What follows belongs to an exercise in optimizing a design on an open flow for small area; a production flow would make more cautious choices. Function was checked by simulation only, so behaviour that the tests miss may differ from the original. Power figures rest on the tool's default switching activity, not on a simulated workload.

==> flow/design.v (outline; a module is shown in full before it is edited, if it fits) <==
// module pulse_merge: 20 lines
// module pcie_tlp_demux: 180 lines
// module pcie_axi_master_rd: 467 lines
// module pcie_axi_master_wr: 338 lines
// module pcie_axi_master: 229 lines
module pcie_axi_master #
(
    parameter TLP_DATA_WIDTH = 64,
    parameter TLP_STRB_WIDTH = TLP_DATA_WIDTH/32,
    parameter TLP_HDR_WIDTH = 128,
    parameter TLP_SEG_COUNT = 1,
    parameter AXI_DATA_WIDTH = TLP_DATA_WIDTH,
    parameter AXI_ADDR_WIDTH = 64,
    parameter AXI_STRB_WIDTH = (AXI_DATA_WIDTH/8),
    parameter AXI_ID_WIDTH = 8,
    parameter AXI_MAX_BURST_LEN = 256,
    parameter TLP_FORCE_64_BIT_ADDR = 0
)
(
    input  wire                                    clk,
    input  wire                                    rst,
    input  wire [TLP_DATA_WIDTH-1:0]               rx_req_tlp_data,
    input  wire [TLP_SEG_COUNT*TLP_HDR_WIDTH-1:0]  rx_req_tlp_hdr,
    input  wire [TLP_SEG_COUNT-1:0]                rx_req_tlp_valid,
    input  wire [TLP_SEG_COUNT-1:0]                rx_req_tlp_sop,
    input  wire [TLP_SEG_COUNT-1:0]                rx_req_tlp_eop,
    output wire                                    rx_req_tlp_ready,
    output wire [TLP_DATA_WIDTH-1:0]               tx_cpl_tlp_data,
    output wire [TLP_STRB_WIDTH-1:0]               tx_cpl_tlp_strb,
    output wire [TLP_SEG_COUNT*TLP_HDR_WIDTH-1:0]  tx_cpl_tlp_hdr,
    output wire [TLP_SEG_COUNT-1:0]                tx_cpl_tlp_valid,
    output wire [TLP_SEG_COUNT-1:0]                tx_cpl_tlp_sop,
    output wire [TLP_SEG_COUNT-1:0]                tx_cpl_tlp_eop,
    input  wire                                    tx_cpl_tlp_ready,
    output wire [AXI_ID_WIDTH-1:0]                 m_axi_awid,
    output wire [AXI_ADDR_WIDTH-1:0]               m_axi_awaddr,
    output wire [7:0]                              m_axi_awlen,
    output wire [2:0]                              m_axi_awsize,
    output wire [1:0]                              m_axi_awburst,
    output wire                                    m_axi_awlock,
    output wire [3:0]                              m_axi_awcache,
    output wire [2:0]                              m_axi_awprot,
    output wire                                    m_axi_awvalid,
    input  wire                                    m_axi_awready,
    output wire [AXI_DATA_WIDTH-1:0]               m_axi_wdata,
    output wire [AXI_STRB_WIDTH-1:0]               m_axi_wstrb,
    output wire                                    m_axi_wlast,
    output wire                                    m_axi_wvalid,
    input  wire                                    m_axi_wready,
    input  wire [AXI_ID_WIDTH-1:0]                 m_axi_bid,
    input  wire [1:0]                              m_axi_bresp,
    input  wire                                    m_axi_bvalid,
    output wire                                    m_axi_bready,
    output wire [AXI_ID_WIDTH-1:0]                 m_axi_arid,
    output wire [AXI_ADDR_WIDTH-1:0]               m_axi_araddr,
    output wire [7:0]                              m_axi_arlen,
    output wire [2:0]                              m_axi_arsize,
    output wire [1:0]                              m_axi_arburst,
  // ...
==> flow/flow/run.sh <==
#!/bin/bash
set -e
export CTS_ARGS="-sink_clustering_enable -repair_clock_nets -dont_use_dummy_load -sink_clustering_size 25 -sink_clustering_max_diameter 100"
export BUFFER_PORTS_ARGS="-buffer_cell sky130_fd_sc_hd__buf_1"
bash standard.sh > standard.log 2>&1
==> flow/standard.sh <==
#!/bin/bash
# synth_recipe.tcl (not shown) runs the flow's synth.tcl, then flattens the netlist and writes it again
# the make line also repeats each setting of config.mk as NAME=value (left out here)
make -C /OpenROAD-flow-scripts/flow DESIGN_CONFIG=/design/flow/config.mk WORK_HOME=/design/flow/orfs CLKGATE_MAP_FILE= SYNTH_SCRIPT=/design/flow/synth_recipe.tcl "${@:-finish}"
==> flow/config.mk <==
export PLATFORM = sky130hd
export DESIGN_NAME = pcie_axi_master
export DESIGN_NICKNAME = pcie_axi_master
export VERILOG_FILES = /design/flow/design.v
export SDC_FILE = /design/flow/constraint.sdc
export NUM_CORES = 4
export LEC_CHECK = 0
export CAP_MARGIN = 20
export CORE_MARGIN = 2
export CORE_UTILIZATION = 40
export SLEW_MARGIN = 20
==> flow/constraint.sdc <==
create_clock -name core_clock -period 8.0 [get_ports {clk}]
set_input_delay 1.6000 -clock core_clock [delete_from_list [all_inputs] [get_ports {clk}]]
set_output_delay 1.6000 -clock core_clock [all_outputs]
set_load 0.01 [all_outputs]
==> impl_table.tex, run 1 <==
\begin{tabular}{lr}
\hline
Metric & Value \\
\hline
\multicolumn{2}{l}{\textbf{Outcome}} \\
Run status & timing/DRC/antenna clean \\
\multicolumn{2}{l}{\textbf{Logic synthesis}} \\
Area fraction in compound gates after synthesis & roughly a tenth \\
Top-area cell type share of the netlist area & 75.6\% \\
Leading cell types by total area after synthesis & sky130\_fd\_sc\_hd\_\_edfxtp\_1 76\%, sky130\_fd\_sc\_hd\_\_mux2\_2 3.2\%, sky130\_fd\_sc\_hd\_\_a22oi\_1 1.8\%, sky130\_fd\_sc\_hd\_\_a22o\_1 1.8\%, sky130\_fd\_sc\_hd\_\_a221oi\_1 1.7\% \\
Seq cells post-synth & 2351 \\
\multicolumn{2}{l}{\textbf{Setup path}} \\
Delay of the slowest cell on the worst path & between 800 and 900 ps \\
Startpoint of the worst register-to-register path & pcie\_tlp\_demux\_inst.out\_tlp\_hdr\_reg[101] \\
Launching element of the worst setup path & pcie\_tlp\_demux\_inst.out\_tlp\_hdr\_reg[101] \\
Critical Path RT & roughly 8400 ps \\
Number of stages on the worst setup path & 19 \\
Cells along the critical path & nor4\_2, a31oi\_1, a21o\_2, nand2\_1, o21ai\_0, inv\_1, ha\_1, inv\_1, ha\_1, a21o\_1, a41oi\_1, nand2\_1, or3\_4, o31a\_1, or4b\_4, nor3\_4, nand3\_1, a21o\_1, nor3b\_2 \\
\multicolumn{2}{l}{\textbf{Timing}} \\
Worst clock skew on the final layout & 114 ps \\
Transition time at the pin with the least slew margin & 1130 ps \\
Endpoints failing setup & 0 \\
\multicolumn{2}{l}{\textbf{Routing}} \\
DR WL met3 & $\sim$20000 um \\
DRC violations left & 0 \\
DR WL/cell & 28.2 um \\
Met2 wirelength from detailed routing & 122000 um \\
\multicolumn{2}{l}{\textbf{Finish}} \\
Clock tree buffer count of the final layout & 110 \\
Fraction of layout cells with a size suffix above 1 & 9.43\% \\
Multi-input combinational area share & about a fifth \\
Multi-input logic area & 0.0200 mm2 \\
FFs \& Latches & 2351 \\
Clock network contribution to total cell area & 2.74\% \\
Number of antenna cells inserted & 8 \\
Share of the core filled with cells & 44.1\% \\
\multicolumn{2}{l}{\textbf{Power}} \\
Pwr/cell area & 253 mW/mm2 \\
VDD IR-drop max & about 0.46 mV \\
Internal power of the cells & 18.4 mW \\
\multicolumn{2}{l}{\textbf{Clock tree}} \\
Latest clock arrival within the worst-skew pair & 810 ps \\
Num Clock Sinks & $\sim$2400 \\
Post CTS Setup Buffer Count & 0 \\
Buffers from clock root to sink, at most & 3 \\
\multicolumn{2}{l}{\textbf{Global route}} \\
Global Route met3 Usage & under 10\% \\
Met2 capacity usage during global routing & about 35\% \\
Global-route wire length before repair & 363000 um \\
GR Util All Layers & between 20\% and 30\% \\
Most Crowded Layer GR & met2 \\
Total global routing overflow & 0 \\
\multicolumn{2}{l}{\textbf{Worst hold path}} \\
Min-Delay Endpoint & pcie\_axi\_master\_wr\_inst.save\_tlp\_data\_reg[62] \\
Worst min path class & flop to flop \\
\multicolumn{2}{l}{\textbf{Floorplanning}} \\
Die footprint & between 0.2 and 0.25 mm2 \\
Row count & 175 \\
\multicolumn{2}{l}{\textbf{Placement}} \\
Routability Congestion & 0.854 \\
\hline
\end{tabular}
==> module pcie_tlp_demux, before the edit <==
module pcie_tlp_demux #
(
    parameter PORTS = 2,
    parameter TLP_DATA_WIDTH = 256,
    parameter TLP_STRB_WIDTH = TLP_DATA_WIDTH/32,
    parameter TLP_HDR_WIDTH = 128,
    parameter SEQ_NUM_WIDTH = 6,
    parameter IN_TLP_SEG_COUNT = 1,
    parameter OUT_TLP_SEG_COUNT = IN_TLP_SEG_COUNT,
    parameter FIFO_ENABLE = 1,
    parameter FIFO_DEPTH = 2048,
    parameter FIFO_WATERMARK = FIFO_DEPTH/2
)
(
    input  wire                                              clk,
    input  wire                                              rst,
    input  wire [TLP_DATA_WIDTH-1:0]                         in_tlp_data,
    input  wire [TLP_STRB_WIDTH-1:0]                         in_tlp_strb,
    input  wire [IN_TLP_SEG_COUNT*TLP_HDR_WIDTH-1:0]         in_tlp_hdr,
    input  wire [IN_TLP_SEG_COUNT*SEQ_NUM_WIDTH-1:0]         in_tlp_seq,
    input  wire [IN_TLP_SEG_COUNT*3-1:0]                     in_tlp_bar_id,
    input  wire [IN_TLP_SEG_COUNT*8-1:0]                     in_tlp_func_num,
    input  wire [IN_TLP_SEG_COUNT*4-1:0]                     in_tlp_error,
    input  wire [IN_TLP_SEG_COUNT-1:0]                       in_tlp_valid,
    input  wire [IN_TLP_SEG_COUNT-1:0]                       in_tlp_sop,
    input  wire [IN_TLP_SEG_COUNT-1:0]                       in_tlp_eop,
    output wire                                              in_tlp_ready,
    output wire [PORTS*TLP_DATA_WIDTH-1:0]                   out_tlp_data,
    output wire [PORTS*TLP_STRB_WIDTH-1:0]                   out_tlp_strb,
    output wire [PORTS*OUT_TLP_SEG_COUNT*TLP_HDR_WIDTH-1:0]  out_tlp_hdr,
    output wire [PORTS*OUT_TLP_SEG_COUNT*SEQ_NUM_WIDTH-1:0]  out_tlp_seq,
    output wire [PORTS*OUT_TLP_SEG_COUNT*3-1:0]              out_tlp_bar_id,
    output wire [PORTS*OUT_TLP_SEG_COUNT*8-1:0]              out_tlp_func_num,
    output wire [PORTS*OUT_TLP_SEG_COUNT*4-1:0]              out_tlp_error,
    output wire [PORTS*OUT_TLP_SEG_COUNT-1:0]                out_tlp_valid,
    output wire [PORTS*OUT_TLP_SEG_COUNT-1:0]                out_tlp_sop,
    output wire [PORTS*OUT_TLP_SEG_COUNT-1:0]                out_tlp_eop,
    input  wire [PORTS-1:0]                                  out_tlp_ready,
    output wire [IN_TLP_SEG_COUNT*TLP_HDR_WIDTH-1:0]         match_tlp_hdr,
    output wire [IN_TLP_SEG_COUNT*3-1:0]                     match_tlp_bar_id,
    output wire [IN_TLP_SEG_COUNT*8-1:0]                     match_tlp_func_num,
    input  wire                                              enable,
    input  wire [IN_TLP_SEG_COUNT-1:0]                       drop,
    input  wire [PORTS*IN_TLP_SEG_COUNT-1:0]                 select,
    output wire [PORTS-1:0]                                  fifo_half_full,
    output wire [PORTS-1:0]                                  fifo_watermark
);
parameter CL_PORTS = $clog2(PORTS);
parameter TLP_SEG_DATA_WIDTH = TLP_DATA_WIDTH / IN_TLP_SEG_COUNT;
parameter TLP_SEG_STRB_WIDTH = TLP_STRB_WIDTH / IN_TLP_SEG_COUNT;
parameter SEG_SEL_WIDTH = $clog2(IN_TLP_SEG_COUNT);
initial begin
    if (!FIFO_ENABLE && IN_TLP_SEG_COUNT != OUT_TLP_SEG_COUNT) begin
        $error("Error: Output FIFO must be enabled for segment count adaptation (instance %m)");
        $finish;
    end
    if (TLP_HDR_WIDTH != 128) begin
        $error("Error: TLP segment header width must be 128 (instance %m)");
        $finish;
    end
    if (TLP_STRB_WIDTH*32 != TLP_DATA_WIDTH) begin
        $error("Error: PCIe interface requires dword (32-bit) granularity (instance %m)");
        $finish;
    end
end
reg [CL_PORTS-1:0] select_reg, select_ctl, select_next;
reg drop_reg, drop_ctl, drop_next;
reg frame_reg, frame_ctl, frame_next;
reg [TLP_DATA_WIDTH-1:0] out_tlp_data_reg, out_tlp_data_next;
reg [TLP_STRB_WIDTH-1:0] out_tlp_strb_reg, out_tlp_strb_next;
reg [IN_TLP_SEG_COUNT*TLP_HDR_WIDTH-1:0] out_tlp_hdr_reg, out_tlp_hdr_next;
reg [IN_TLP_SEG_COUNT*SEQ_NUM_WIDTH-1:0] out_tlp_seq_reg, out_tlp_seq_next;
reg [IN_TLP_SEG_COUNT*3-1:0] out_tlp_bar_id_reg, out_tlp_bar_id_next;
reg [IN_TLP_SEG_COUNT*8-1:0] out_tlp_func_num_reg, out_tlp_func_num_next;
reg [IN_TLP_SEG_COUNT*4-1:0] out_tlp_error_reg, out_tlp_error_next;
reg [PORTS*IN_TLP_SEG_COUNT-1:0] out_tlp_valid_reg, out_tlp_valid_next;
reg [IN_TLP_SEG_COUNT-1:0] out_tlp_sop_reg, out_tlp_sop_next;
reg [IN_TLP_SEG_COUNT-1:0] out_tlp_eop_reg, out_tlp_eop_next;
wire [PORTS-1:0] out_tlp_ready_int;
assign in_tlp_ready = (!out_tlp_valid_reg || &out_tlp_ready_int) && enable;
assign match_tlp_hdr = in_tlp_hdr;
assign match_tlp_bar_id = in_tlp_bar_id;
assign match_tlp_func_num = in_tlp_func_num;
generate
genvar n;
if (1) begin
    assign out_tlp_data = {PORTS{out_tlp_data_reg}};
    assign out_tlp_strb = {PORTS{out_tlp_strb_reg}};
    assign out_tlp_hdr = {PORTS{out_tlp_hdr_reg}};
    assign out_tlp_seq = {PORTS{out_tlp_seq_reg}};
    assign out_tlp_bar_id = {PORTS{out_tlp_bar_id_reg}};
    assign out_tlp_func_num = {PORTS{out_tlp_func_num_reg}};
    assign out_tlp_error = {PORTS{out_tlp_error_reg}};
    assign out_tlp_valid = out_tlp_valid_reg;
    assign out_tlp_sop = {PORTS{out_tlp_sop_reg}};
    assign out_tlp_eop = {PORTS{out_tlp_eop_reg}};
    assign out_tlp_ready_int = out_tlp_ready;
    assign fifo_half_full = 0;
    assign fifo_watermark = 0;
end
endgenerate
integer seg, port;
always @* begin
    select_next = select_reg;
    drop_next = drop_reg;
    frame_next = frame_reg;
    out_tlp_data_next = out_tlp_data_reg;
    out_tlp_strb_next = out_tlp_strb_reg;
    out_tlp_hdr_next = out_tlp_hdr_reg;
    out_tlp_seq_next = out_tlp_seq_reg;
    out_tlp_bar_id_next = out_tlp_bar_id_reg;
    out_tlp_func_num_next = out_tlp_func_num_reg;
    out_tlp_error_next = out_tlp_error_reg;
    out_tlp_valid_next = out_tlp_valid_reg;
    for (port = 0; port < PORTS; port = port + 1) begin
        if (out_tlp_ready_int[port]) begin
            out_tlp_valid_next[IN_TLP_SEG_COUNT*port +: IN_TLP_SEG_COUNT] = 0;
        end
    end
    out_tlp_sop_next = out_tlp_sop_reg;
    out_tlp_eop_next = out_tlp_eop_reg;
    if (in_tlp_ready) begin
        out_tlp_data_next = in_tlp_data;
        out_tlp_strb_next = in_tlp_strb;
        out_tlp_hdr_next = in_tlp_hdr;
        out_tlp_seq_next = in_tlp_seq;
        out_tlp_bar_id_next = in_tlp_bar_id;
        out_tlp_func_num_next = in_tlp_func_num;
        out_tlp_error_next = in_tlp_error;
        out_tlp_sop_next = in_tlp_sop;
        out_tlp_eop_next = in_tlp_eop;
        for (seg = 0; seg < IN_TLP_SEG_COUNT; seg = seg + 1) begin
            if (in_tlp_valid[seg]) begin
                if (in_tlp_sop[seg]) begin
                    frame_next = 1'b1;
                    select_next = 0;
                    drop_next = 1'b1;
                    for (port = 0; port < PORTS; port = port + 1) begin
                        if (select[IN_TLP_SEG_COUNT*port + seg]) begin
                            select_next = port;
                            drop_next = 1'b0;
                        end
                    end
                    if (drop[seg]) begin
                        drop_next = 1'b1;
                    end
                end
                if (frame_next && !drop_next) begin
                    out_tlp_valid_next[IN_TLP_SEG_COUNT*select_next + seg] = 1'b1;
                end
                if (in_tlp_eop[seg]) begin
                    frame_next = 1'b0;
                    drop_next = 1'b0;
                end
            end
        end
    end
end
always @(posedge clk) begin
    select_reg <= select_next;
    drop_reg <= drop_next;
    frame_reg <= frame_next;
    out_tlp_data_reg <= out_tlp_data_next;
    out_tlp_strb_reg <= out_tlp_strb_next;
    out_tlp_hdr_reg <= out_tlp_hdr_next;
    out_tlp_seq_reg <= out_tlp_seq_next;
    out_tlp_bar_id_reg <= out_tlp_bar_id_next;
    out_tlp_func_num_reg <= out_tlp_func_num_next;
    out_tlp_error_reg <= out_tlp_error_next;
    out_tlp_valid_reg <= out_tlp_valid_next;
    out_tlp_sop_reg <= out_tlp_sop_next;
    out_tlp_eop_reg <= out_tlp_eop_next;
    if (rst) begin
        select_reg <= 0;
        drop_reg <= 1'b0;
        frame_reg <= 1'b0;
        out_tlp_valid_reg <= 0;
    end
end
endmodule
==> module pcie_axi_master_rd, before the edit <==
module pcie_axi_master_rd #
(
    parameter TLP_DATA_WIDTH = 64,
    parameter TLP_STRB_WIDTH = TLP_DATA_WIDTH/32,
    parameter TLP_HDR_WIDTH = 128,
    parameter TLP_SEG_COUNT = 1,
    parameter AXI_DATA_WIDTH = TLP_DATA_WIDTH,
    parameter AXI_ADDR_WIDTH = 64,
    parameter AXI_STRB_WIDTH = (AXI_DATA_WIDTH/8),
    parameter AXI_ID_WIDTH = 8,
    parameter AXI_MAX_BURST_LEN = 256,
    parameter TLP_FORCE_64_BIT_ADDR = 0
)
(
    input  wire                                    clk,
    input  wire                                    rst,
    input  wire [TLP_SEG_COUNT*TLP_HDR_WIDTH-1:0]  rx_req_tlp_hdr,
    input  wire [TLP_SEG_COUNT-1:0]                rx_req_tlp_valid,
    input  wire [TLP_SEG_COUNT-1:0]                rx_req_tlp_sop,
    input  wire [TLP_SEG_COUNT-1:0]                rx_req_tlp_eop,
    output wire                                    rx_req_tlp_ready,
    output wire [TLP_DATA_WIDTH-1:0]               tx_cpl_tlp_data,
    output wire [TLP_STRB_WIDTH-1:0]               tx_cpl_tlp_strb,
    output wire [TLP_SEG_COUNT*TLP_HDR_WIDTH-1:0]  tx_cpl_tlp_hdr,
    output wire [TLP_SEG_COUNT-1:0]                tx_cpl_tlp_valid,
    output wire [TLP_SEG_COUNT-1:0]                tx_cpl_tlp_sop,
    output wire [TLP_SEG_COUNT-1:0]                tx_cpl_tlp_eop,
    input  wire                                    tx_cpl_tlp_ready,
    output wire [AXI_ID_WIDTH-1:0]                 m_axi_arid,
    output wire [AXI_ADDR_WIDTH-1:0]               m_axi_araddr,
    output wire [7:0]                              m_axi_arlen,
    output wire [2:0]                              m_axi_arsize,
    output wire [1:0]                              m_axi_arburst,
    output wire                                    m_axi_arlock,
    output wire [3:0]                              m_axi_arcache,
    output wire [2:0]                              m_axi_arprot,
    output wire                                    m_axi_arvalid,
    input  wire                                    m_axi_arready,
    input  wire [AXI_ID_WIDTH-1:0]                 m_axi_rid,
    input  wire [AXI_DATA_WIDTH-1:0]               m_axi_rdata,
    input  wire [1:0]                              m_axi_rresp,
    input  wire                                    m_axi_rlast,
    input  wire                                    m_axi_rvalid,
    output wire                                    m_axi_rready,
    input  wire [15:0]                             completer_id,
    input  wire [2:0]                              max_payload_size,
    output wire                                    status_error_cor,
    output wire                                    status_error_uncor
);
localparam [1:0]
    AXI_STATE_IDLE = 2'd0,
    AXI_STATE_START = 2'd1;
reg [1:0] axi_state_reg, axi_state_next;
localparam [1:0]
    TLP_STATE_IDLE = 2'd0,
    TLP_STATE_HEADER = 2'd1,
    TLP_STATE_TRANSFER = 2'd2;
reg [1:0] tlp_state_reg, tlp_state_next;
reg transfer_in_save;
reg tlp_cmd_ready;
reg [63:0] m_axi_araddr_reg, m_axi_araddr_next;
reg first_reg, first_next;
reg [12:0] op_count_reg, op_count_next;
reg [10:0] op_dword_count_reg, op_dword_count_next;
reg [6:0] tlp_lower_addr_reg, tlp_lower_addr_next;
reg [11:0] tlp_len_reg, tlp_len_next;
reg offset_reg, offset_next;
reg [9:0] dword_count_reg, dword_count_next;
reg bubble_cycle_reg, bubble_cycle_next;
wire last_cycle_reg = dword_count_reg <= 2;
wire input_active_reg = !(offset_reg && !bubble_cycle_reg && dword_count_reg == 1);
reg [15:0] requester_id_reg, requester_id_next;
reg [9:0] tag_reg, tag_next;
reg [2:0] tc_reg, tc_next;
reg [2:0] attr_reg, attr_next;
reg [6:0] tlp_cmd_lower_addr_reg, tlp_cmd_lower_addr_next;
reg [11:0] tlp_cmd_byte_len_reg, tlp_cmd_byte_len_next;
reg [9:0] tlp_cmd_dword_len_reg, tlp_cmd_dword_len_next;
reg tlp_cmd_bubble_cycle_reg, tlp_cmd_bubble_cycle_next;
reg [15:0] tlp_cmd_requester_id_reg, tlp_cmd_requester_id_next;
reg [9:0] tlp_cmd_tag_reg, tlp_cmd_tag_next;
reg [2:0] tlp_cmd_tc_reg, tlp_cmd_tc_next;
reg [2:0] tlp_cmd_attr_reg, tlp_cmd_attr_next;
reg tlp_cmd_valid_reg, tlp_cmd_valid_next;
reg rx_req_tlp_ready_reg, rx_req_tlp_ready_next;
reg [7:0] m_axi_arlen_reg, m_axi_arlen_next;
reg m_axi_arvalid_reg, m_axi_arvalid_next;
reg m_axi_rready_reg, m_axi_rready_next;
reg [63:0] save_axi_rdata_reg;
wire [63:0] shift_axi_rdata = offset_reg ? {m_axi_rdata[31:0], save_axi_rdata_reg[63:32]} : m_axi_rdata;
wire [10:0] max_payload_size_dw = 11'd32 << (max_payload_size > 4 ? 3'd4 : max_payload_size);
wire        hdr_fmt0 = rx_req_tlp_hdr[125];
wire [9:0]  hdr_tag = {rx_req_tlp_hdr[119], rx_req_tlp_hdr[115], rx_req_tlp_hdr[79:72]};
wire [2:0]  hdr_tc = rx_req_tlp_hdr[118:116];
wire [2:0]  hdr_attr = {rx_req_tlp_hdr[114], rx_req_tlp_hdr[109:108]};
wire [10:0] hdr_length = {rx_req_tlp_hdr[105:96] == 0, rx_req_tlp_hdr[105:96]};
wire [15:0] hdr_requester_id = rx_req_tlp_hdr[95:80];
wire [3:0]  hdr_last_be = rx_req_tlp_hdr[71:68];
wire [3:0]  hdr_first_be = rx_req_tlp_hdr[67:64];
wire [63:2] hdr_addr = hdr_fmt0 ? rx_req_tlp_hdr[63:2] : {32'd0, rx_req_tlp_hdr[63:34]};
reg [1:0] first_be_offset;
reg [1:0] last_be_offset;
reg [2:0] single_dword_len;
reg [63:0] cur_addr;
reg [10:0] tlp_dword_count;
reg tlp_cmd_last;
reg [31:0] tmp;
reg  [63:0]  tx_cpl_tlp_data_int;
reg  [1:0]   tx_cpl_tlp_strb_int;
reg  [9:0]   tx_cpl_tlp_length_int;
reg          tx_cpl_tlp_valid_int;
reg          tx_cpl_tlp_sop_int;
reg          tx_cpl_tlp_eop_int;
reg          tx_cpl_tlp_ready_int_reg;
wire         tx_cpl_tlp_ready_int_early;
assign rx_req_tlp_ready = rx_req_tlp_ready_reg;
assign m_axi_arid = {AXI_ID_WIDTH{1'b0}};
assign m_axi_araddr = m_axi_araddr_reg;
assign m_axi_arlen = m_axi_arlen_reg;
assign m_axi_arsize = 3'd3;
assign m_axi_arburst = 2'b01;
assign m_axi_arlock = 1'b0;
assign m_axi_arcache = 4'b0011;
assign m_axi_arprot = 3'b010;
assign m_axi_arvalid = m_axi_arvalid_reg;
assign m_axi_rready = m_axi_rready_reg;
assign status_error_cor = 1'b0;
assign status_error_uncor = 1'b0;
always @* begin
    casez (hdr_first_be)
        4'b0000: single_dword_len = 3'd1;
        4'b0001: single_dword_len = 3'd1;
        4'b0010: single_dword_len = 3'd1;
        4'b0100: single_dword_len = 3'd1;
        4'b1000: single_dword_len = 3'd1;
        4'b0011: single_dword_len = 3'd2;
        4'b0110: single_dword_len = 3'd2;
        4'b1100: single_dword_len = 3'd2;
        4'b01z1: single_dword_len = 3'd3;
        4'b1z10: single_dword_len = 3'd3;
        4'b1zz1: single_dword_len = 3'd4;
        default: single_dword_len = 3'd1;
    endcase
    casez (hdr_first_be)
        4'b0000: first_be_offset = 2'b00;
        4'bzzz1: first_be_offset = 2'b00;
        4'bzz10: first_be_offset = 2'b01;
        4'bz100: first_be_offset = 2'b10;
        4'b1000: first_be_offset = 2'b11;
        default: first_be_offset = 2'b00;
    endcase
    casez (hdr_last_be)
        4'b0000: last_be_offset = 2'b00;
        4'b1zzz: last_be_offset = 2'b00;
        4'b01zz: last_be_offset = 2'b01;
        4'b001z: last_be_offset = 2'b10;
        4'b0001: last_be_offset = 2'b11;
        default: last_be_offset = 2'b00;
    endcase
end
always @* begin
    axi_state_next = AXI_STATE_IDLE;
    rx_req_tlp_ready_next = 1'b0;
    m_axi_araddr_next = m_axi_araddr_reg;
    first_next = first_reg;
    m_axi_arlen_next = m_axi_arlen_reg;
    m_axi_arvalid_next = m_axi_arvalid_reg && !m_axi_arready;
    op_count_next = op_count_reg;
    op_dword_count_next = op_dword_count_reg;
    tlp_cmd_lower_addr_next = tlp_cmd_lower_addr_reg;
    tlp_cmd_byte_len_next = tlp_cmd_byte_len_reg;
    tlp_cmd_dword_len_next = tlp_cmd_dword_len_reg;
    tlp_cmd_bubble_cycle_next = tlp_cmd_bubble_cycle_reg;
    tlp_cmd_requester_id_next = tlp_cmd_requester_id_reg;
    tlp_cmd_tag_next = tlp_cmd_tag_reg;
    tlp_cmd_tc_next = tlp_cmd_tc_reg;
    tlp_cmd_attr_next = tlp_cmd_attr_reg;
    tlp_cmd_valid_next = tlp_cmd_valid_reg && !tlp_cmd_ready;
    if (first_reg) begin
        cur_addr = m_axi_araddr_reg;
    end else begin
        cur_addr = {m_axi_araddr_reg[63:12], m_axi_araddr_reg[11:7] + max_payload_size_dw[9:5], 7'd0};
    end
    tlp_dword_count = 11'd0;
    tlp_cmd_last = 1'b0;
    tmp = 32'd0;
    case (axi_state_reg)
        AXI_STATE_IDLE: begin
            rx_req_tlp_ready_next = (!m_axi_arvalid_reg || m_axi_arready) && !tlp_cmd_valid_reg;
            if (rx_req_tlp_ready && rx_req_tlp_valid && rx_req_tlp_sop) begin
                m_axi_araddr_next = {hdr_addr[63:2], first_be_offset};
                first_next = 1'b1;
                op_dword_count_next = hdr_length;
                if (hdr_length == 1) begin
                    op_count_next = single_dword_len;
                end else begin
                    op_count_next = (hdr_length << 2) - first_be_offset - last_be_offset;
                end
                tlp_cmd_requester_id_next = hdr_requester_id;
                tlp_cmd_tag_next = hdr_tag;
                tlp_cmd_tc_next = hdr_tc;
                tlp_cmd_attr_next = hdr_attr;
                rx_req_tlp_ready_next = 1'b0;
                axi_state_next = AXI_STATE_START;
            end
        end
        AXI_STATE_START: begin
            if (!tlp_cmd_valid_reg && !m_axi_arvalid_reg) begin
                if (op_dword_count_reg <= max_payload_size_dw) begin
                    tlp_dword_count = op_dword_count_reg;
                    tlp_cmd_last = 1'b1;
                end else begin
                    tlp_dword_count = max_payload_size_dw - cur_addr[6:2];
                    tlp_cmd_last = 1'b0;
                end
                op_count_next = op_count_reg - (tlp_dword_count << 2) + cur_addr[1:0];
                op_dword_count_next = op_dword_count_reg - tlp_dword_count;
                tlp_cmd_lower_addr_next = cur_addr[6:0];
                tlp_cmd_byte_len_next = op_count_reg[11:0];
                tlp_cmd_dword_len_next = tlp_dword_count[9:0];
                tlp_cmd_bubble_cycle_next = cur_addr[2];
                tlp_cmd_valid_next = 1'b1;
                m_axi_araddr_next = cur_addr;
                first_next = 1'b0;
                tmp = (tlp_dword_count + cur_addr[2] - 1) >> 1;
                m_axi_arlen_next = tmp[7:0];
                m_axi_arvalid_next = 1'b1;
                if (!tlp_cmd_last) begin
                    axi_state_next = AXI_STATE_START;
                end else begin
                    axi_state_next = AXI_STATE_IDLE;
                end
            end else begin
                axi_state_next = AXI_STATE_START;
            end
        end
        default: begin
            axi_state_next = AXI_STATE_IDLE;
        end
    endcase
end
always @* begin
    tlp_state_next = TLP_STATE_IDLE;
    transfer_in_save = 1'b0;
    tlp_cmd_ready = 1'b0;
    m_axi_rready_next = 1'b0;
    tlp_lower_addr_next = tlp_lower_addr_reg;
    tlp_len_next = tlp_len_reg;
    dword_count_next = dword_count_reg;
    offset_next = offset_reg;
    bubble_cycle_next = bubble_cycle_reg;
    requester_id_next = requester_id_reg;
    tag_next = tag_reg;
    tc_next = tc_reg;
    attr_next = attr_reg;
    tx_cpl_tlp_data_int = shift_axi_rdata;
    tx_cpl_tlp_strb_int = 2'b00;
    tx_cpl_tlp_valid_int = 1'b0;
    tx_cpl_tlp_sop_int = 1'b0;
    tx_cpl_tlp_eop_int = 1'b0;
    case (tlp_state_reg)
        TLP_STATE_IDLE: begin
            m_axi_rready_next = 1'b0;
            tlp_lower_addr_next = tlp_cmd_lower_addr_reg;
            tlp_len_next = tlp_cmd_byte_len_reg;
            dword_count_next = tlp_cmd_dword_len_reg;
            offset_next = tlp_cmd_bubble_cycle_reg;
            bubble_cycle_next = tlp_cmd_bubble_cycle_reg;
            requester_id_next = tlp_cmd_requester_id_reg;
            tag_next = tlp_cmd_tag_reg;
            tc_next = tlp_cmd_tc_reg;
            attr_next = tlp_cmd_attr_reg;
            if (tlp_cmd_valid_reg) begin
                tlp_cmd_ready = 1'b1;
                m_axi_rready_next = tx_cpl_tlp_ready_int_early;
                tlp_state_next = TLP_STATE_HEADER;
            end else begin
                tlp_state_next = TLP_STATE_IDLE;
            end
        end
        TLP_STATE_HEADER, TLP_STATE_TRANSFER: begin
            m_axi_rready_next = tx_cpl_tlp_ready_int_early && input_active_reg;
            if (tx_cpl_tlp_ready_int_reg && ((m_axi_rready && m_axi_rvalid) || !input_active_reg)) begin
                transfer_in_save = tlp_state_reg == TLP_STATE_TRANSFER || (m_axi_rready && m_axi_rvalid);
                if (tlp_state_reg == TLP_STATE_HEADER && bubble_cycle_reg) begin
                    bubble_cycle_next = 1'b0;
                    m_axi_rready_next = tx_cpl_tlp_ready_int_early && dword_count_reg != 1;
                    tlp_state_next = TLP_STATE_HEADER;
                end else begin
                    dword_count_next = dword_count_reg - 2;
                    tx_cpl_tlp_data_int = shift_axi_rdata;
                    if (dword_count_reg >= 2) begin
                        tx_cpl_tlp_strb_int = 2'b11;
                    end else begin
                        tx_cpl_tlp_strb_int = 2'b11 >> (2 - dword_count_reg);
                    end
                    tx_cpl_tlp_valid_int = 1'b1;
                    tx_cpl_tlp_sop_int = tlp_state_reg == TLP_STATE_HEADER;
                    tx_cpl_tlp_eop_int = 1'b0;
                    if (last_cycle_reg) begin
                        tx_cpl_tlp_eop_int = 1'b1;
                        tlp_lower_addr_next = tlp_cmd_lower_addr_reg;
                        tlp_len_next = tlp_cmd_byte_len_reg;
                        dword_count_next = tlp_cmd_dword_len_reg;
                        offset_next = tlp_cmd_bubble_cycle_reg;
                        bubble_cycle_next = tlp_cmd_bubble_cycle_reg;
                        requester_id_next = tlp_cmd_requester_id_reg;
                        tag_next = tlp_cmd_tag_reg;
                        tc_next = tlp_cmd_tc_reg;
                        attr_next = tlp_cmd_attr_reg;
                        if (tlp_cmd_valid_reg) begin
                            tlp_cmd_ready = 1'b1;
                            m_axi_rready_next = tx_cpl_tlp_ready_int_early;
                            tlp_state_next = TLP_STATE_HEADER;
                        end else begin
                            m_axi_rready_next = 1'b0;
                            tlp_state_next = TLP_STATE_IDLE;
                        end
                    end else begin
                        m_axi_rready_next = tx_cpl_tlp_ready_int_early && !(offset_reg && dword_count_next == 1);
                        tlp_state_next = TLP_STATE_TRANSFER;
                    end
                end
            end else begin
                tlp_state_next = tlp_state_reg;
            end
        end
        default: begin
            tlp_state_next = TLP_STATE_IDLE;
        end
    endcase
    tx_cpl_tlp_length_int = dword_count_reg;
end
always @(posedge clk) begin
    axi_state_reg <= axi_state_next;
    tlp_state_reg <= tlp_state_next;
    m_axi_araddr_reg <= m_axi_araddr_next;
    first_reg <= first_next;
    op_count_reg <= op_count_next;
    op_dword_count_reg <= op_dword_count_next;
    tlp_lower_addr_reg <= tlp_lower_addr_next;
    tlp_len_reg <= tlp_len_next;
    dword_count_reg <= dword_count_next;
    offset_reg <= offset_next;
    bubble_cycle_reg <= bubble_cycle_next;
    requester_id_reg <= requester_id_next;
    tag_reg <= tag_next;
    tc_reg <= tc_next;
    attr_reg <= attr_next;
    tlp_cmd_lower_addr_reg <= tlp_cmd_lower_addr_next;
    tlp_cmd_byte_len_reg <= tlp_cmd_byte_len_next;
    tlp_cmd_dword_len_reg <= tlp_cmd_dword_len_next;
    tlp_cmd_bubble_cycle_reg <= tlp_cmd_bubble_cycle_next;
    tlp_cmd_requester_id_reg <= tlp_cmd_requester_id_next;
    tlp_cmd_tag_reg <= tlp_cmd_tag_next;
    tlp_cmd_tc_reg <= tlp_cmd_tc_next;
    tlp_cmd_attr_reg <= tlp_cmd_attr_next;
    tlp_cmd_valid_reg <= tlp_cmd_valid_next;
    rx_req_tlp_ready_reg <= rx_req_tlp_ready_next;
    m_axi_arlen_reg <= m_axi_arlen_next;
    m_axi_arvalid_reg <= m_axi_arvalid_next;
    m_axi_rready_reg <= m_axi_rready_next;
    if (transfer_in_save) begin
        save_axi_rdata_reg <= m_axi_rdata;
    end
    if (rst) begin
        axi_state_reg <= AXI_STATE_IDLE;
        tlp_state_reg <= TLP_STATE_IDLE;
        tlp_cmd_valid_reg <= 1'b0;
        rx_req_tlp_ready_reg <= 1'b0;
        m_axi_arvalid_reg <= 1'b0;
        m_axi_rready_reg <= 1'b0;
    end
end
localparam OW = 1+10+7+12+16+10+3+3;
reg [63:0]   tx_cpl_tlp_data_reg;
reg [OW-1:0] tx_cpl_tlp_info_reg;
reg          tx_cpl_tlp_valid_reg, tx_cpl_tlp_valid_next;
reg [63:0]   temp_tx_cpl_tlp_data_reg;
reg [OW-1:0] temp_tx_cpl_tlp_info_reg;
reg          temp_tx_cpl_tlp_valid_reg, temp_tx_cpl_tlp_valid_next;
wire [OW-1:0] tx_cpl_tlp_info_int = {tx_cpl_tlp_sop_int,
    tx_cpl_tlp_length_int, tlp_lower_addr_reg, tlp_len_reg, requester_id_reg, tag_reg, tc_reg, attr_reg};
reg store_axis_int_to_output;
reg store_axis_int_to_temp;
reg store_axis_temp_to_output;
wire        o_sop;
wire [9:0]  o_length;
wire [6:0]  o_lower_addr;
wire [11:0] o_byte_count;
wire [15:0] o_requester_id;
wire [9:0]  o_tag;
wire [2:0]  o_tc;
wire [2:0]  o_attr;
assign {o_sop, o_length, o_lower_addr, o_byte_count, o_requester_id, o_tag, o_tc, o_attr} = tx_cpl_tlp_info_reg;
assign tx_cpl_tlp_data   = tx_cpl_tlp_data_reg;
assign tx_cpl_tlp_strb   = {o_length >= 2, o_length != 0};
assign tx_cpl_tlp_hdr    = {
    3'b010,              
    5'b01010,            
    o_tag[9],            
    o_tc,                
    o_tag[8],            
    o_attr[2],           
    1'b0,                
    1'b0,                
    1'b0,                
    1'b0,                
    o_attr[1:0],         
    2'b00,               
    o_length,            
    completer_id,        
    3'b000,              
    1'b0,                
    o_byte_count,        
    o_requester_id,      
    o_tag[7:0],          
    1'b0,
    o_lower_addr,        
    32'd0
};
assign tx_cpl_tlp_valid  = tx_cpl_tlp_valid_reg;
assign tx_cpl_tlp_sop    = o_sop;
assign tx_cpl_tlp_eop    = o_length <= 2;
assign tx_cpl_tlp_ready_int_early = tx_cpl_tlp_ready || (!temp_tx_cpl_tlp_valid_reg && !tx_cpl_tlp_valid_reg);
always @* begin
    tx_cpl_tlp_valid_next = tx_cpl_tlp_valid_reg;
    temp_tx_cpl_tlp_valid_next = temp_tx_cpl_tlp_valid_reg;
    store_axis_int_to_output = 1'b0;
    store_axis_int_to_temp = 1'b0;
    store_axis_temp_to_output = 1'b0;
    if (tx_cpl_tlp_ready_int_reg) begin
        if (tx_cpl_tlp_ready || !tx_cpl_tlp_valid_reg) begin
            tx_cpl_tlp_valid_next = tx_cpl_tlp_valid_int;
            store_axis_int_to_output = 1'b1;
        end else begin
            temp_tx_cpl_tlp_valid_next = tx_cpl_tlp_valid_int;
            store_axis_int_to_temp = 1'b1;
        end
    end else if (tx_cpl_tlp_ready) begin
        tx_cpl_tlp_valid_next = temp_tx_cpl_tlp_valid_reg;
        temp_tx_cpl_tlp_valid_next = 1'b0;
        store_axis_temp_to_output = 1'b1;
    end
end
always @(posedge clk) begin
    tx_cpl_tlp_valid_reg <= tx_cpl_tlp_valid_next;
    tx_cpl_tlp_ready_int_reg <= tx_cpl_tlp_ready_int_early;
    temp_tx_cpl_tlp_valid_reg <= temp_tx_cpl_tlp_valid_next;
    if (store_axis_int_to_output) begin
        tx_cpl_tlp_data_reg <= tx_cpl_tlp_data_int;
        tx_cpl_tlp_info_reg <= tx_cpl_tlp_info_int;
    end else if (store_axis_temp_to_output) begin
        tx_cpl_tlp_data_reg <= temp_tx_cpl_tlp_data_reg;
        tx_cpl_tlp_info_reg <= temp_tx_cpl_tlp_info_reg;
    end
    if (store_axis_int_to_temp) begin
        temp_tx_cpl_tlp_data_reg <= tx_cpl_tlp_data_int;
        temp_tx_cpl_tlp_info_reg <= tx_cpl_tlp_info_int;
    end
    if (rst) begin
        tx_cpl_tlp_valid_reg <= 1'b0;
        tx_cpl_tlp_ready_int_reg <= 1'b0;
        temp_tx_cpl_tlp_valid_reg <= 1'b0;
    end
end
endmodule
==> module pcie_axi_master_wr, before the edit <==
module pcie_axi_master_wr #
(
    parameter TLP_DATA_WIDTH = 64,
    parameter TLP_HDR_WIDTH = 128,
    parameter TLP_SEG_COUNT = 1,
    parameter AXI_DATA_WIDTH = TLP_DATA_WIDTH,
    parameter AXI_ADDR_WIDTH = 64,
    parameter AXI_STRB_WIDTH = (AXI_DATA_WIDTH/8),
    parameter AXI_ID_WIDTH = 8,
    parameter AXI_MAX_BURST_LEN = 256,
    parameter TLP_FORCE_64_BIT_ADDR = 0
)
(
    input  wire                                    clk,
    input  wire                                    rst,
    input  wire [TLP_DATA_WIDTH-1:0]               rx_req_tlp_data,
    input  wire [TLP_SEG_COUNT*TLP_HDR_WIDTH-1:0]  rx_req_tlp_hdr,
    input  wire [TLP_SEG_COUNT-1:0]                rx_req_tlp_valid,
    input  wire [TLP_SEG_COUNT-1:0]                rx_req_tlp_sop,
    input  wire [TLP_SEG_COUNT-1:0]                rx_req_tlp_eop,
    output wire                                    rx_req_tlp_ready,
    output wire [AXI_ID_WIDTH-1:0]                 m_axi_awid,
    output wire [AXI_ADDR_WIDTH-1:0]               m_axi_awaddr,
    output wire [7:0]                              m_axi_awlen,
    output wire [2:0]                              m_axi_awsize,
    output wire [1:0]                              m_axi_awburst,
    output wire                                    m_axi_awlock,
    output wire [3:0]                              m_axi_awcache,
    output wire [2:0]                              m_axi_awprot,
    output wire                                    m_axi_awvalid,
    input  wire                                    m_axi_awready,
    output wire [AXI_DATA_WIDTH-1:0]               m_axi_wdata,
    output wire [AXI_STRB_WIDTH-1:0]               m_axi_wstrb,
    output wire                                    m_axi_wlast,
    output wire                                    m_axi_wvalid,
    input  wire                                    m_axi_wready,
    input  wire [AXI_ID_WIDTH-1:0]                 m_axi_bid,
    input  wire [1:0]                              m_axi_bresp,
    input  wire                                    m_axi_bvalid,
    output wire                                    m_axi_bready,
    output wire                                    status_error_uncor
);
localparam FIFO_DEPTH = 20;
localparam [1:0]
    STATE_IDLE = 2'd0,
    STATE_TRANSFER = 2'd1,
    STATE_WAIT_END = 2'd2;
reg [1:0] state_reg, state_next;
reg [10:0] op_dword_count_reg, op_dword_count_next;
reg [7:0] input_cycle_count_reg, input_cycle_count_next;
reg [7:0] output_cycle_count_reg, output_cycle_count_next;
reg input_active_reg, input_active_next;
reg first_cycle_reg, first_cycle_next;
reg last_cycle_reg, last_cycle_next;
reg [3:0] first_be_reg, first_be_next;
reg [3:0] last_be_reg, last_be_next;
reg offset_reg, offset_next;
reg last_cycle_offset_reg, last_cycle_offset_next;
reg rx_req_tlp_ready_reg, rx_req_tlp_ready_next;
reg [63:2] m_axi_awaddr_reg, m_axi_awaddr_next;
reg [7:0] m_axi_awlen_reg, m_axi_awlen_next;
reg m_axi_awvalid_reg, m_axi_awvalid_next;
reg [63:32] save_tlp_data_reg;
reg status_error_uncor_reg, status_error_uncor_next;
reg [10:0] tr_dword_count;
reg [31:0] tmp;
reg  [63:0] m_axi_wdata_int;
reg  [7:0]  m_axi_wstrb_int;
reg         m_axi_wvalid_int;
reg         m_axi_wlast_int;
wire        m_axi_wready_int;
reg         fifo_data_we;
reg         data_offset;
wire        hdr_fmt0 = rx_req_tlp_hdr[125];
wire        hdr_ep = rx_req_tlp_hdr[110];
wire [10:0] hdr_length = {rx_req_tlp_hdr[105:96] == 0, rx_req_tlp_hdr[105:96]};
wire [3:0]  hdr_last_be = rx_req_tlp_hdr[71:68];
wire [3:0]  hdr_first_be = rx_req_tlp_hdr[67:64];
wire [63:2] hdr_addr = hdr_fmt0 ? rx_req_tlp_hdr[63:2] : {32'd0, rx_req_tlp_hdr[63:34]};
wire [63:2] next_addr = {m_axi_awaddr_reg[63:11] + 53'd1, m_axi_awaddr_reg[10:3], 1'b0};
assign rx_req_tlp_ready = rx_req_tlp_ready_reg;
assign m_axi_awid = {AXI_ID_WIDTH{1'b0}};
assign m_axi_awaddr = {m_axi_awaddr_reg, 2'b00};
assign m_axi_awlen = m_axi_awlen_reg;
assign m_axi_awsize = 3'd3;
assign m_axi_awburst = 2'b01;
assign m_axi_awlock = 1'b0;
assign m_axi_awcache = 4'b0011;
assign m_axi_awprot = 3'b010;
assign m_axi_awvalid = m_axi_awvalid_reg;
assign m_axi_bready = 1'b1;
assign status_error_uncor = status_error_uncor_reg;
always @* begin
    state_next = STATE_IDLE;
    op_dword_count_next = op_dword_count_reg;
    input_cycle_count_next = input_cycle_count_reg;
    output_cycle_count_next = output_cycle_count_reg;
    input_active_next = input_active_reg;
    first_cycle_next = first_cycle_reg;
    last_cycle_next = last_cycle_reg;
    first_be_next = first_be_reg;
    last_be_next = last_be_reg;
    offset_next = offset_reg;
    last_cycle_offset_next = last_cycle_offset_reg;
    rx_req_tlp_ready_next = 1'b0;
    m_axi_awaddr_next = m_axi_awaddr_reg;
    m_axi_awlen_next = m_axi_awlen_reg;
    m_axi_awvalid_next = m_axi_awvalid_reg && !m_axi_awready;
    data_offset = offset_reg;
    m_axi_wstrb_int = 8'hff;
    m_axi_wvalid_int = 1'b0;
    m_axi_wlast_int = 1'b0;
    fifo_data_we = 1'b0;
    status_error_uncor_next = 1'b0;
    tr_dword_count = 11'd0;
    tmp = 32'd0;
    case (state_reg)
        STATE_IDLE: begin
            rx_req_tlp_ready_next = (!m_axi_awvalid_reg || m_axi_awready) && m_axi_wready_int;
            if (rx_req_tlp_ready && rx_req_tlp_valid && rx_req_tlp_sop) begin
                op_dword_count_next = hdr_length;
                first_be_next = hdr_first_be;
                last_be_next = hdr_length == 1 ? hdr_first_be : hdr_last_be;
                if (hdr_length <= 11'd512) begin
                    tr_dword_count = hdr_length;
                    tmp = (tr_dword_count + hdr_addr[2] - 1) >> 1;
                end else begin
                    tr_dword_count = 11'd512 - hdr_addr[2];
                    tmp = (tr_dword_count - 1) >> 1;
                end
                m_axi_awlen_next = tmp[7:0];
                m_axi_awaddr_next = hdr_addr;
                offset_next = hdr_addr[2];
                first_cycle_next = 1'b1;
                tmp = (tr_dword_count - 1) >> 1;
                input_cycle_count_next = tmp[7:0];
                output_cycle_count_next = m_axi_awlen_next;
                last_cycle_offset_next = hdr_addr[2] ^ tr_dword_count[0];
                last_cycle_next = m_axi_awlen_next == 0;
                input_active_next = tmp[12:0] != 0;
                op_dword_count_next = hdr_length - tr_dword_count;
                data_offset = hdr_addr[2];
                m_axi_wstrb_int = hdr_addr[2] ? {hdr_first_be, 4'b0000} : {4'b1111, hdr_first_be};
                if (last_cycle_next) begin
                    if (op_dword_count_next == 0) begin
                        if (last_cycle_offset_next) begin
                            m_axi_wstrb_int = m_axi_wstrb_int & {4'b0000, last_be_next};
                        end else begin
                            m_axi_wstrb_int = m_axi_wstrb_int & {last_be_next, 4'b1111};
                        end
                    end
                    m_axi_wlast_int = 1'b1;
                end
                if (!hdr_ep) begin
                    fifo_data_we = 1'b1;
                    m_axi_awvalid_next = 1'b1;
                    rx_req_tlp_ready_next = 1'b0;
                    state_next = STATE_TRANSFER;
                end else begin
                    status_error_uncor_next = 1'b1;
                    if (rx_req_tlp_eop) begin
                        state_next = STATE_IDLE;
                    end else begin
                        rx_req_tlp_ready_next = 1'b1;
                        state_next = STATE_WAIT_END;
                    end
                end
            end
        end
        STATE_TRANSFER: begin
            rx_req_tlp_ready_next = m_axi_wready_int && input_active_reg && !first_cycle_reg;
            if ((rx_req_tlp_ready && rx_req_tlp_valid) || !input_active_reg || first_cycle_reg) begin
                if (first_cycle_reg) begin
                    rx_req_tlp_ready_next = m_axi_wready_int && input_active_reg;
                end
                if (input_active_reg && !first_cycle_reg) begin
                    input_cycle_count_next = input_cycle_count_reg - 1;
                    input_active_next = input_cycle_count_next != 0;
                end
                output_cycle_count_next = output_cycle_count_reg - 1;
                last_cycle_next = output_cycle_count_next == 0;
                if (last_cycle_reg) begin
                    if (op_dword_count_reg == 0) begin
                        if (last_cycle_offset_reg) begin
                            m_axi_wstrb_int = m_axi_wstrb_int & {4'b0000, last_be_reg};
                        end else begin
                            m_axi_wstrb_int = m_axi_wstrb_int & {last_be_reg, 4'b1111};
                        end
                    end
                    m_axi_wlast_int = 1'b1;
                end
                m_axi_wvalid_int = 1'b1;
                fifo_data_we = !first_cycle_reg;
                first_cycle_next = 1'b0;
                if (!last_cycle_reg) begin
                    rx_req_tlp_ready_next = m_axi_wready_int && input_active_next;
                    state_next = STATE_TRANSFER;
                end else if (op_dword_count_reg != 0) begin
                    if (op_dword_count_reg <= 11'd512) begin
                        tr_dword_count = op_dword_count_reg;
                    end else begin
                        tr_dword_count = 11'd512;
                    end
                    tmp = (tr_dword_count - 1) >> 1;
                    m_axi_awlen_next = tmp[7:0];
                    m_axi_awaddr_next = next_addr;
                    tmp = (tr_dword_count - offset_reg - 1) >> 1;
                    input_cycle_count_next = tmp[7:0];
                    output_cycle_count_next = m_axi_awlen_next;
                    last_cycle_offset_next = tr_dword_count[0];
                    last_cycle_next = m_axi_awlen_next == 0;
                    input_active_next = tmp[12:0] != 0;
                    op_dword_count_next = op_dword_count_reg - tr_dword_count;
                    m_axi_awvalid_next = 1'b1;
                    rx_req_tlp_ready_next = m_axi_wready_int && input_active_next;
                    state_next = STATE_TRANSFER;
                end else begin
                    rx_req_tlp_ready_next = (!m_axi_awvalid_reg || m_axi_awready) && m_axi_wready_int;
                    state_next = STATE_IDLE;
                end
            end else begin
                state_next = STATE_TRANSFER;
            end
        end
        STATE_WAIT_END: begin
            rx_req_tlp_ready_next = 1'b1;
            if (rx_req_tlp_ready && rx_req_tlp_valid) begin
                if (rx_req_tlp_eop) begin
                    rx_req_tlp_ready_next = (!m_axi_awvalid_reg || m_axi_awready) && m_axi_wready_int;
                    state_next = STATE_IDLE;
                end else begin
                    state_next = STATE_WAIT_END;
                end
            end else begin
                state_next = STATE_WAIT_END;
            end
        end
        default: begin
            state_next = STATE_IDLE;
        end
    endcase
end
always @(posedge clk) begin
    state_reg <= state_next;
    op_dword_count_reg <= op_dword_count_next;
    input_cycle_count_reg <= input_cycle_count_next;
    output_cycle_count_reg <= output_cycle_count_next;
    input_active_reg <= input_active_next;
    first_cycle_reg <= first_cycle_next;
    last_cycle_reg <= last_cycle_next;
    first_be_reg <= first_be_next;
    last_be_reg <= last_be_next;
    offset_reg <= offset_next;
    last_cycle_offset_reg <= last_cycle_offset_next;
    rx_req_tlp_ready_reg <= rx_req_tlp_ready_next;
    m_axi_awaddr_reg <= m_axi_awaddr_next;
    m_axi_awlen_reg <= m_axi_awlen_next;
    m_axi_awvalid_reg <= m_axi_awvalid_next;
    status_error_uncor_reg <= status_error_uncor_next;
    if (rx_req_tlp_ready && rx_req_tlp_valid) begin
        save_tlp_data_reg <= rx_req_tlp_data[63:32];
    end
    if (rst) begin
        state_reg <= STATE_IDLE;
        rx_req_tlp_ready_reg <= 1'b0;
        m_axi_awvalid_reg <= 1'b0;
        status_error_uncor_reg <= 1'b0;
    end
end
reg [63:0] m_axi_wdata_reg;
reg [5:0]  m_axi_wstrb_reg;
reg        m_axi_wlast_reg;
reg        m_axi_wvalid_reg;
reg [4:0] out_fifo_wr_ptr_reg;
reg [4:0] out_fifo_rd_ptr_reg;
reg [4:0] out_fifo_count_reg;
reg out_fifo_half_full_reg;
reg [70:0] out_fifo_mem [FIFO_DEPTH-1:0];
reg [2:0] strb_first, strb_last;
integer k;
always @* begin
    strb_first = 3'd7;
    strb_last = 3'd0;
    for (k = 7; k >= 0; k = k - 1) begin
        if (m_axi_wstrb_int[k]) begin
            strb_first = k;
        end
    end
    for (k = 0; k < 8; k = k + 1) begin
        if (m_axi_wstrb_int[k]) begin
            strb_last = k;
        end
    end
end
reg [7:0] wstrb_out;
always @* begin
    for (k = 0; k < 8; k = k + 1) begin
        wstrb_out[k] = k >= m_axi_wstrb_reg[5:3] && k <= m_axi_wstrb_reg[2:0];
    end
end
wire out_fifo_empty = out_fifo_count_reg == 0;
wire out_fifo_rd = !out_fifo_empty && (!m_axi_wvalid_reg || m_axi_wready);
assign m_axi_wready_int = !out_fifo_half_full_reg;
assign m_axi_wdata  = m_axi_wdata_reg;
assign m_axi_wstrb  = wstrb_out;
assign m_axi_wvalid = m_axi_wvalid_reg;
assign m_axi_wlast  = m_axi_wlast_reg;
integer i;
always @* begin
    m_axi_wdata_int = data_offset ? {rx_req_tlp_data[31:0], save_tlp_data_reg[63:32]} : rx_req_tlp_data;
end
always @(posedge clk) begin
    for (i = 0; i < FIFO_DEPTH; i = i + 1) begin
        if (fifo_data_we && out_fifo_wr_ptr_reg == i) begin
            out_fifo_mem[i] <= {m_axi_wlast_int, strb_first, strb_last, m_axi_wdata_int};
        end
    end
end
always @(posedge clk) begin
    m_axi_wvalid_reg <= m_axi_wvalid_reg && !m_axi_wready;
    out_fifo_half_full_reg <= out_fifo_count_reg >= 16;
    if (m_axi_wvalid_int) begin
        out_fifo_wr_ptr_reg <= out_fifo_wr_ptr_reg == FIFO_DEPTH-1 ? 5'd0 : out_fifo_wr_ptr_reg + 5'd1;
    end
    out_fifo_count_reg <= out_fifo_count_reg + m_axi_wvalid_int - out_fifo_rd;
    if (out_fifo_rd) begin
        {m_axi_wlast_reg, m_axi_wstrb_reg, m_axi_wdata_reg} <= out_fifo_mem[out_fifo_rd_ptr_reg];
        m_axi_wvalid_reg <= 1'b1;
        out_fifo_rd_ptr_reg <= out_fifo_rd_ptr_reg == FIFO_DEPTH-1 ? 5'd0 : out_fifo_rd_ptr_reg + 5'd1;
    end
    if (rst) begin
        out_fifo_wr_ptr_reg <= 0;
        out_fifo_rd_ptr_reg <= 0;
        out_fifo_count_reg <= 0;
        m_axi_wvalid_reg <= 1'b0;
    end
end
endmodule
==> inputs of run 2 (changes only) <==
--- a/flow/design.v
+++ b/flow/design.v
@@ -90,5 +90,2 @@
 end
-reg [CL_PORTS-1:0] select_reg, select_ctl, select_next;
-reg drop_reg, drop_ctl, drop_next;
-reg frame_reg, frame_ctl, frame_next;
 reg [TLP_DATA_WIDTH-1:0] out_tlp_data_reg, out_tlp_data_next;
@@ -128,5 +125,2 @@
 always @* begin
-    select_next = select_reg;
-    drop_next = drop_reg;
-    frame_next = frame_reg;
     out_tlp_data_next = out_tlp_data_reg;
@@ -157,24 +151,8 @@
         for (seg = 0; seg < IN_TLP_SEG_COUNT; seg = seg + 1) begin
-            if (in_tlp_valid[seg]) begin
-                if (in_tlp_sop[seg]) begin
-                    frame_next = 1'b1;
-                    select_next = 0;
-                    drop_next = 1'b1;
-                    for (port = 0; port < PORTS; port = port + 1) begin
-                        if (select[IN_TLP_SEG_COUNT*port + seg]) begin
-                            select_next = port;
-                            drop_next = 1'b0;
-                        end
-                    end
-                    if (drop[seg]) begin
-                        drop_next = 1'b1;
+            if (in_tlp_valid[seg] && !drop[seg]) begin
+                for (port = 0; port < PORTS; port = port + 1) begin
+                    if (select[IN_TLP_SEG_COUNT*port + seg]) begin
+                        out_tlp_valid_next[IN_TLP_SEG_COUNT*port + seg] = 1'b1;
                     end
                 end
-                if (frame_next && !drop_next) begin
-                    out_tlp_valid_next[IN_TLP_SEG_COUNT*select_next + seg] = 1'b1;
-                end
-                if (in_tlp_eop[seg]) begin
-                    frame_next = 1'b0;
-                    drop_next = 1'b0;
-                end
             end
@@ -184,5 +162,2 @@
 always @(posedge clk) begin
-    select_reg <= select_next;
-    drop_reg <= drop_next;
-    frame_reg <= frame_next;
     out_tlp_data_reg <= out_tlp_data_next;
@@ -198,5 +173,2 @@
     if (rst) begin
-        select_reg <= 0;
-        drop_reg <= 1'b0;
-        frame_reg <= 1'b0;
         out_tlp_valid_reg <= 0;
@@ -299,3 +271,2 @@
 wire [10:0] max_payload_size_dw = 11'd32 << (max_payload_size > 4 ? 3'd4 : max_payload_size);
-wire        hdr_fmt0 = rx_req_tlp_hdr[125];
 wire [9:0]  hdr_tag = {rx_req_tlp_hdr[119], rx_req_tlp_hdr[115], rx_req_tlp_hdr[79:72]};
@@ -307,3 +278,3 @@
 wire [3:0]  hdr_first_be = rx_req_tlp_hdr[67:64];
-wire [63:2] hdr_addr = hdr_fmt0 ? rx_req_tlp_hdr[63:2] : {32'd0, rx_req_tlp_hdr[63:34]};
+wire [63:2] hdr_addr = rx_req_tlp_hdr[63:2];   
 reg [1:0] first_be_offset;
@@ -751,3 +722,2 @@
 reg         data_offset;
-wire        hdr_fmt0 = rx_req_tlp_hdr[125];
 wire        hdr_ep = rx_req_tlp_hdr[110];
@@ -756,3 +726,3 @@
 wire [3:0]  hdr_first_be = rx_req_tlp_hdr[67:64];
-wire [63:2] hdr_addr = hdr_fmt0 ? rx_req_tlp_hdr[63:2] : {32'd0, rx_req_tlp_hdr[63:34]};
+wire [63:2] hdr_addr = rx_req_tlp_hdr[63:2];   
 wire [63:2] next_addr = {m_axi_awaddr_reg[63:11] + 53'd1, m_axi_awaddr_reg[10:3], 1'b0};
@@ -1104,2 +1074,4 @@
 wire [TLP_SEG_COUNT*2-1:0] select;
+wire [127:0] rx_req_tlp_hdr_addr = {rx_req_tlp_hdr[127:64],
+    rx_req_tlp_hdr[125] ? rx_req_tlp_hdr[63:2] : {32'd0, rx_req_tlp_hdr[63:34]}, 2'b00};
 generate
@@ -1125,3 +1097,3 @@
     .in_tlp_strb(0),
-    .in_tlp_hdr(rx_req_tlp_hdr),
+    .in_tlp_hdr(rx_req_tlp_hdr_addr),
     .in_tlp_bar_id(0),
==> flow/flow/run.sh (replaced) <==
#!/bin/bash
set -e
export CTS_ARGS="-sink_clustering_enable -repair_clock_nets -dont_use_dummy_load -sink_clustering_size 16 -sink_clustering_max_diameter 70 -buf_list sky130_fd_sc_hd__clkbuf_8"
export BUFFER_PORTS_ARGS="-buffer_cell sky130_fd_sc_hd__buf_1"
bash standard.sh > standard.log 2>&1
--- a/flow/config.mk
+++ b/flow/config.mk
@@ -7,5 +7,5 @@
 export LEC_CHECK = 0
-export CAP_MARGIN = 20
+export CAP_MARGIN = 5
 export CORE_MARGIN = 2
-export CORE_UTILIZATION = 40
-export SLEW_MARGIN = 20
+export CORE_UTILIZATION = 60
+export SLEW_MARGIN = 5
==> run 2 against run 1 <==
Against the previous run:
- largest cell class unchanged
- register-to-register slack better by 110 ps
- global-route usage grew 10 points
- critical path depth fell by 1
==> impl_table.tex, run 2 <==
\begin{tabular}{lr}
\hline
Metric & Value \\
\hline
\multicolumn{2}{l}{\textbf{Global route}} \\
Total global routing overflow & 0 (unchanged) \\
Global-route wire length before repair & 349000 um (-3.8\%) \\
Via count of the first global-routing pass & 50207 \\
Global Route met3 Usage & 6.12\% (+2.9 points) \\
GR Util All Layers & 30.9\% (+10 points) \\
Most Crowded Layer GR & met2 \\
Met2 capacity usage during global routing & 48.7\% (+14 points) \\
Global-route met1 utilization & 44.0\% \\
\multicolumn{2}{l}{\textbf{Clock tree}} \\
Post CTS Setup Buffer Count & 0 (unchanged) \\
Buffers from clock root to sink, at most & 3 (unchanged) \\
CTS HTree Levels & 4 \\
Num Clock Sinks & 2347 (-0.17\%) \\
Latest clock arrival within the worst-skew pair & 930 ps (+120 ps) \\
\multicolumn{2}{l}{\textbf{Routing}} \\
Post-Route WL & 245000 um \\
DRC violations left & 0 (unchanged) \\
Routed Antenna Nets & 0 \\
Number of DRC markers after the initial detailed-route iteration & 6717 \\
DR WL/cell & 30.2 um (+7.0\%) \\
\multicolumn{2}{l}{\textbf{Setup path}} \\
Startpoint of the worst register-to-register path & pcie\_tlp\_demux\_inst.out\_tlp\_hdr\_reg[98] \\
Critical Path RT & 8440 ps (+40 ps) \\
Startpoint-to-endpoint class of the critical path & flop to flop \\
Cells along the critical path & or4\_1, or4\_4, nand2\_1, and2\_1, nand2b\_1, ha\_1, inv\_1, ha\_1, and2\_1, a21oi\_1, a21oi\_1, or4\_1, o311ai\_1, nor4b\_4, nand3\_2, o21ai\_1, o221ai\_1, nor3b\_2 \\
Slack of the worst reg-to-reg path & 1070 ps \\
Delay of the slowest cell on the worst path & 890 ps (+60 ps) \\
Cell with the biggest individual delay on the critical path & sky130\_fd\_sc\_hd\_\_nor3b\_2 \\
Critical Path Fanout Max & 20 \\
\multicolumn{2}{l}{\textbf{Timing}} \\
Setup TNS & 0 ps \\
Endpoints failing setup & 0 (unchanged) \\
Worst clock skew on the final layout & 148 ps (+34.5 ps) \\
Transition time at the pin with the least slew margin & 1200 ps (+62.6 ps) \\
\multicolumn{2}{l}{\textbf{Power}} \\
VDD IR-drop max & 0.440 mV (-3.7\%) \\
Post-layout total power & 25.1 mW \\
Pwr/cell area & 255 mW/mm2 (+0.64\%) \\
\multicolumn{2}{l}{\textbf{Floorplanning}} \\
Die footprint & 0.156 mm2 (-33\%) \\
Row count & 143 (-18\%) \\
Area of the core region & 0.152 mm2 \\
Top Ports & around 770 \\
\multicolumn{2}{l}{\textbf{Placement}} \\
Routability Congestion & 0.848 (-0.67\%) \\
\multicolumn{2}{l}{\textbf{Logic synthesis}} \\
Number of synthesized flops with an enable pin & 2310 \\
Biggest area consumer among synthesized cells & sky130\_fd\_sc\_hd\_\_edfxtp\_1 \\
Leading cell types by total area after synthesis & sky130\_fd\_sc\_hd\_\_edfxtp\_1 76\%, sky130\_fd\_sc\_hd\_\_mux2\_2 3.6\%, sky130\_fd\_sc\_hd\_\_a22oi\_1 1.8\%, sky130\_fd\_sc\_hd\_\_a22o\_1 1.7\%, sky130\_fd\_sc\_hd\_\_a221oi\_1 1.7\% \\
Seq cells post-synth & 2347 (-0.17\%) \\
Top-area cell type share of the netlist area & 75.7\% (about the same) \\
Post-synthesis average cell area & 16.7 um2 \\
\multicolumn{2}{l}{\textbf{Finish}} \\
Share of the core filled with cells & 64.9\% (+21 points) \\
Fraction of layout cells with a size suffix above 1 & 10.6\% (+1.2 points) \\
Highest-count cells in the layout ignoring fill and taps & 2310 x sky130\_fd\_sc\_hd\_\_edfxtp\_1, 604 x sky130\_fd\_sc\_hd\_\_buf\_1, 292 x sky130\_fd\_sc\_hd\_\_mux2\_2 \\
\multicolumn{2}{l}{\textbf{Outcome}} \\
Run status & timing/DRC/antenna clean \\
\multicolumn{2}{l}{\textbf{Worst hold path}} \\
Worst min path class & flop to flop \\
\hline
\end{tabular}
run 2: changes by cell type after synthesis, moves of 13 or more:
| cell | previous run | this run |
|---|---|---|
| sky130_fd_sc_hd__nand2_1 | 192 | 259 |
| sky130_fd_sc_hd__nand3_1 | 162 | 110 |
| sky130_fd_sc_hd__nor2b_1 | 28 | 77 |
| sky130_fd_sc_hd__mux2i_1 | 51 | 13 |
| sky130_fd_sc_hd__nor2_1 | 222 | 184 |
| sky130_fd_sc_hd__mux2_2 | 258 | 292 |
| sky130_fd_sc_hd__nor3_1 | 42 | 62 |
| sky130_fd_sc_hd__and2_1 | 42 | 60 |
| sky130_fd_sc_hd__nand2b_1 | 18 | 31 |
run 2: logic make-up (layout without fill, tap and decap cells):
family | after synthesis | in the layout | synth area share [%]
buffers and inverters | 495 | 989 | 2.52
DFF | 2347 | 2347 | 76.5
and+or+nand+nor | 981 | 981 | 5.37
muxes | 305 | 305 | 3.73
other | 2 | 108 | 0.00819
AOI/OAI and AO/OA | 1101 | 1101 | 9.13
adders and majority gates | 96 | 96 | 1.34
xor gates and xnor gates | 150 | 150 | 1.43
run 2: layout make-up:
class / instances / area [um2]
well taps: 2030 / 2540
diodes: 9 / 22.5
clock buffers: 170 / 2340
multi-input cells: 2732 / 20000
repair buffers: 717 / 3150
fillers: 10856 / 53400
flip-flops and latches: 2347 / 70100
inverters: 102 / 385
run 2: worst register-to-register path, stage by stage (launching register included):
cell and delay, ps:
sky130_fd_sc_hd__edfxtp_1 690, sky130_fd_sc_hd__or4_1 690, sky130_fd_sc_hd__or4_4 550, sky130_fd_sc_hd__nand2_1 190, sky130_fd_sc_hd__and2_1 410, sky130_fd_sc_hd__nand2b_1 330, sky130_fd_sc_hd__ha_1 270, sky130_fd_sc_hd__inv_1 80
sky130_fd_sc_hd__ha_1 240, sky130_fd_sc_hd__and2_1 190, sky130_fd_sc_hd__a21oi_1 170, sky130_fd_sc_hd__a21oi_1 170, sky130_fd_sc_hd__or4_1 530, sky130_fd_sc_hd__o311ai_1 140, sky130_fd_sc_hd__nor4b_4 380, sky130_fd_sc_hd__nand3_2 250
sky130_fd_sc_hd__o21ai_1 210, sky130_fd_sc_hd__o221ai_1 190, sky130_fd_sc_hd__nor3b_2 890
run 2: stage by stage:
stage,hold slack [ps],cells
global placement,381,7928
global route,388,8103
floorplan,400,5574
detailed placement,386,7928
finish,374,8107
CTS,365,8098
run 2: where the power goes:
part           total [mW]  switching [mW]  internal (mW)
Sequential           15.1           0.318           14.8
Clock                5.47            3.56           1.90
Combinational        4.50            3.15           1.35
run 2: worst max path at each step:
| stage | cells after the start | slack, ps | from | to |
|---|---|---|---|---|
| 2_1_floorplan | 10 | 150 | pcie_tlp_demux_inst.out_tlp_valid_reg[1] | pcie_axi_master_wr_inst.out_fifo_mem[0][0] |
| 3_3_place_gp | 17 | 1260 | pcie_tlp_demux_inst.out_tlp_hdr_reg[98] | pcie_axi_master_wr_inst.out_fifo_mem[10][65] |
| 3_5_place_dp | 17 | 1090 | pcie_tlp_demux_inst.out_tlp_hdr_reg[98] | pcie_axi_master_wr_inst.out_fifo_mem[9][65] |
| 4_1_cts | 17 | 1140 | pcie_tlp_demux_inst.out_tlp_hdr_reg[98] | pcie_axi_master_wr_inst.out_fifo_mem[9][65] |
| 5_1_grt | 18 | 750 | pcie_tlp_demux_inst.out_tlp_hdr_reg[98] | pcie_axi_master_wr_inst.out_fifo_mem[16][69] |
| 6_report | 18 | 1070 | pcie_tlp_demux_inst.out_tlp_hdr_reg[98] | pcie_axi_master_wr_inst.out_fifo_mem[16][69] |
run 2: per-layer routing:
| metal | wire, um | vias up |
|---|---|---|
| met5 | 51 | - |
| met1 | 98300 | 26548 |
| met2 | 115000 | 2792 |
| li1 | - | 22577 |
| met4 | 7980 | 8 |
| met3 | 23500 | 416 |

==> port drivers added, routing unchanged <==
The results above use ideal ports. As a check the final layouts listed here were re-extracted and re-timed, cells and wires unchanged. Step 1: set_driving_cell puts a clkbuf_16 on clk and a buf_2 on each other input, an assumption about the parent block. Step 2 also shifts input and output timing later by t, the mid clock arrival at the registers, as if the neighbouring blocks saw the same clock. Slacks: ideal / step 1 / step 2; pairs: ideal / step 1.
| run | t (ns) | slack for setup (ns) |
|---|---|---|
| run 1 | 0.841 | 0.963 / 0.963 / 0.963 |
| run 2 | 0.941 | 1.072 / 1.072 / 1.072 |
After both steps every run listed still meets setup and hold.
